This design comes from an exercise in tuning for small area and a short achievable clock period on the open sky130 flow, not from production work.
Only simulation tests tie the RTL to the original design; equivalence was not proved.
Power figures rest on the tool's default switching activity, not on a simulated workload.

==> flow/design.v (excerpt) <==
module krv_core (
	input  wire        clk,
	input  wire        rstn,
	input  wire        kplic_int,
	input  wire        core_timer_int,
	output wire        wfi,
	output wire        instr_itcm_access,
	output wire [31:0] instr_itcm_addr,
	input  wire [31:0] instr_itcm_read_data,
	input  wire        instr_itcm_read_data_valid,
	output wire        data_dtcm_access,
	input  wire        data_dtcm_ready,
	output wire        data_dtcm_rd0_wr1,
	output wire [3:0]  data_dtcm_byte_strobe,
	output wire [31:0] data_dtcm_write_data,
	output wire [31:0] data_dtcm_addr,
	input  wire [31:0] data_dtcm_read_data,
	input  wire        data_dtcm_read_data_valid,
	output wire        IAHB_access,
	output wire [31:0] IAHB_addr,
	input  wire [31:0] IAHB_read_data,
	input  wire        IAHB_read_data_valid,
	output wire        DAHB_access,
	output wire        DAHB_rd0_wr1,
	output wire [2:0]  DAHB_size,
	output wire [31:0] DAHB_write_data,
	output wire [31:0] DAHB_addr,
	input  wire        DAHB_trans_buffer_full,
	input  wire [31:0] DAHB_read_data,
	input  wire        DAHB_read_data_valid
);
For scale: about 13,000 cells after synthesis, ~340 I/O pins, roughly 0.13 sq mm of cells after synthesis.
export LEC_CHECK = 0
export CAP_MARGIN = 35
export CORE_MARGIN = 2
export CORE_UTILIZATION = 32
export CTS_CLUSTER_DIAMETER = 90
export CTS_CLUSTER_SIZE = 20
export PLACE_DENSITY = 0.55
export SLEW_MARGIN = 35
export SYNTH_HIERARCHICAL = 1
create_clock -name core_clock -period 25.0 [get_ports {clk}]
standard.sh (not shown) runs the stock make flow with config.mk's settings and CLKGATE_MAP_FILE= SYNTH_SCRIPT=/design/flow/synth_recipe.tcl, a recipe that flattens the netlist after the stock synthesis.
==> flow/flow/run.sh <==
#!/bin/bash
# Layout flow: the standard ORFS flow, with the timing repair steps asked
# to keep a larger setup margin (so they keep improving paths that already
# meet the clock) and plain buffers on the ports.  Every tool's output goes
# to standard.log in this folder.
set -euo pipefail
bash standard.sh SETUP_SLACK_MARGIN=14.3 "BUFFER_PORTS_ARGS=-buffer_cell sky130_fd_sc_hd__buf_2" finish > standard.log 2>&1
The starting point ran to the end with no violations.
==> next run, changes <==
--- a/flow/flow/run.sh
+++ b/flow/flow/run.sh
@@ -7 +7 @@
-bash standard.sh SETUP_SLACK_MARGIN=14.3 "BUFFER_PORTS_ARGS=-buffer_cell sky130_fd_sc_hd__buf_2" finish > standard.log 2>&1
+bash standard.sh SETUP_SLACK_MARGIN=14.0 "BUFFER_PORTS_ARGS=-buffer_cell sky130_fd_sc_hd__buf_2" finish > standard.log 2>&1
Effect: Area after synthesis stays the same. Total power is about the same. Critical path depth decreases by 14. Routed wire length is about the same. Count of clock-buffer cells in the layout does not change. Worst hold slack hardly moves.

* * *

== job 9566 ==
Starting RTL as in the previous note.
clock: 25.0 ns
lec_check: 0
cap_margin: 35
core_margin: 2
core_utilization: 32
cts_cluster_diameter: 85
cts_cluster_size: 22
place_density: 0.65
slew_margin: 35
synth_hierarchical: 1
==> flow/flow/run.sh <==
#!/bin/bash
# Layout flow: the standard ORFS flow, with the timing repair steps asked
# to keep a larger setup margin (so they keep improving paths that already
# meet the clock) and plain buffers on the ports.  Every tool's output goes
# to standard.log in this folder.
set -euo pipefail
bash standard.sh SETUP_SLACK_MARGIN=14.0 "BUFFER_PORTS_ARGS=-buffer_cell sky130_fd_sc_hd__buf_2" finish > standard.log 2>&1
No stage failed in job 9566, and the final checks on the layout all came back clean.
Edits applied to the flow inputs when going from job 9566 to job 2168:
Settings: CTS_CLUSTER_DIAMETER: 85 -> 90; CTS_CLUSTER_SIZE: 22 -> 25.
diff --git a/flow/flow/run.sh b/flow/flow/run.sh
--- a/flow/flow/run.sh
+++ b/flow/flow/run.sh
@@ -6,2 +6,2 @@
 set -euo pipefail
-bash standard.sh SETUP_SLACK_MARGIN=14.0 "BUFFER_PORTS_ARGS=-buffer_cell sky130_fd_sc_hd__buf_2" finish > standard.log 2>&1
+bash standard.sh SETUP_SLACK_MARGIN=13.5 "BUFFER_PORTS_ARGS=-buffer_cell sky130_fd_sc_hd__buf_2" finish > standard.log 2>&1
[summary]
Maximum cell stage delay along the critical path in job 2168 is 520 ps above job 9566. In job 2168 the worst setup slack turned out 40 ps lower than in job 9566. Of job 9566 and job 2168, the run reporting the higher area growth from synthesis to final layout was job 9566.

* * *

## before
Starting RTL as in the previous note.
## krv_core
module krv_core (
	input  wire        clk,
	input  wire        rstn,
	input  wire        kplic_int,
	input  wire        core_timer_int,
	output wire        wfi,
	output wire        instr_itcm_access,
	output wire [31:0] instr_itcm_addr,
	input  wire [31:0] instr_itcm_read_data,
	input  wire        instr_itcm_read_data_valid,
	output wire        data_dtcm_access,
	input  wire        data_dtcm_ready,
	output wire        data_dtcm_rd0_wr1,
	output wire [3:0]  data_dtcm_byte_strobe,
	output wire [31:0] data_dtcm_write_data,
	output wire [31:0] data_dtcm_addr,
	input  wire [31:0] data_dtcm_read_data,
	input  wire        data_dtcm_read_data_valid,
	output wire        IAHB_access,
	output wire [31:0] IAHB_addr,
	input  wire [31:0] IAHB_read_data,
	input  wire        IAHB_read_data_valid,
	output wire        DAHB_access,
	output wire        DAHB_rd0_wr1,
	output wire [2:0]  DAHB_size,
	output wire [31:0] DAHB_write_data,
	output wire [31:0] DAHB_addr,
	input  wire        DAHB_trans_buffer_full,
	input  wire [31:0] DAHB_read_data,
	input  wire        DAHB_read_data_valid
);
export LEC_CHECK = 0
export CAP_MARGIN = 35
export CORE_MARGIN = 2
export CORE_UTILIZATION = 32
export CTS_CLUSTER_DIAMETER = 90
export CTS_CLUSTER_SIZE = 20
export PLACE_DENSITY = 0.6
export SLEW_MARGIN = 35
export SYNTH_HIERARCHICAL = 1
create_clock -name core_clock -period 25.0 [get_ports {clk}]
==> flow/flow/run.sh <==
#!/bin/bash
# Layout flow: the standard ORFS flow, with the timing repair steps asked
# to keep a larger setup margin (so they keep improving paths that already
# meet the clock) and plain buffers on the ports.  Every tool's output goes
# to standard.log in this folder.
set -euo pipefail
bash standard.sh SETUP_SLACK_MARGIN=14.0 "BUFFER_PORTS_ARGS=-buffer_cell sky130_fd_sc_hd__buf_2" finish > standard.log 2>&1
Setup changes, before to after
# before
export LEC_CHECK = 0
export CAP_MARGIN = 35
export CORE_MARGIN = 2
export CORE_UTILIZATION = 32
export CTS_CLUSTER_DIAMETER = 90
export CTS_CLUSTER_SIZE = 20
export PLACE_DENSITY = 0.6
export SLEW_MARGIN = 35
export SYNTH_HIERARCHICAL = 1
create_clock -name core_clock -period 25.0 [get_ports {clk}]
# after
export LEC_CHECK = 0
export CAP_MARGIN = 35
export CORE_MARGIN = 2
export CORE_UTILIZATION = 32
export CTS_CLUSTER_DIAMETER = 90
export CTS_CLUSTER_SIZE = 25
export PLACE_DENSITY = 0.55
export SLEW_MARGIN = 35
export SYNTH_HIERARCHICAL = 1
create_clock -name core_clock -period 25.0 [get_ports {clk}]
diff --git a/flow/flow/run.sh b/flow/flow/run.sh
--- a/flow/flow/run.sh
+++ b/flow/flow/run.sh
@@ -5,3 +5,3 @@
 # to standard.log in this folder.
 set -euo pipefail
-bash standard.sh SETUP_SLACK_MARGIN=14.0 "BUFFER_PORTS_ARGS=-buffer_cell sky130_fd_sc_hd__buf_2" finish > standard.log 2>&1
+bash standard.sh SETUP_SLACK_MARGIN=13.5 "BUFFER_PORTS_ARGS=-buffer_cell sky130_fd_sc_hd__buf_2" finish > standard.log 2>&1
Results
- As far as number of standard cells in the final layout excluding fillers is concerned, after and before perform about the same.
- Diff after..before | number of clock sinks seen by CTS | unchanged
- The area used by sequential logic in the layout on before is in line with that on after.
- In terms of relative contribution of combinational cells to total power, before and after differ only marginally.
- Going from before to after, fraction of area in multi-input gates stayed essentially flat, post-detailed-route via-to-cell ratio fell by 0.30%, part of the cycle the worst path needs stayed essentially flat, reported net switching power rose by about 1.1%, die area stayed essentially flat.
- From before to after the numbers moved as follows: count of plain and timing-repair buffers up 38, fraction of power spent switching nets up 0.51 points.

re-timing with driven ports:
In the flow no input, the clock included, has a driving cell. The finished layouts below were timed again as built, in two steps. Step 1 sets driving cells, clkbuf_16 on the clock port and buf_2 on the other inputs (assumed; they add their load-dependent delay and slew). Step 2 adds t to the input delays and takes it off the output delays; t is the mean of the earliest and latest rising clock arrival at the registers after step 1. Input paths then give back, and output paths get back, about the clock's delay inside the block. a / b / c = no drivers / after step 1 / after step 2; a / b = the first two.
| run | shift t [ns] | setup WS [ns] | worst slew at a driven data input, ns | cell pins on the clock port's net |
|---|---|---|---|---|
| the first run of note 1 | 0.956 | 13.481 / 13.286 / 13.286 | 0.43 | 1 |
| the second run of note 1 | 0.955 | 13.539 / 13.291 / 13.291 | 0.44 | 1 |
| job 9566 | 0.935 | 13.514 / 13.228 / 13.228 | 0.48 | 1 |
| job 2168 | 0.944 | 13.474 / 13.105 / 13.105 | 0.58 | 1 |
| before | 0.970 | 13.397 / 13.317 / 13.317 | 0.12 | 1 |
| after | 0.959 | 13.383 / 13.212 / 13.212 | 0.47 | 1 |
After both steps setup and hold are still met in every run listed. The setup slack of job 2168, which loses most, moves by -0.369 ns with the drivers and by -0.369 ns with both steps.
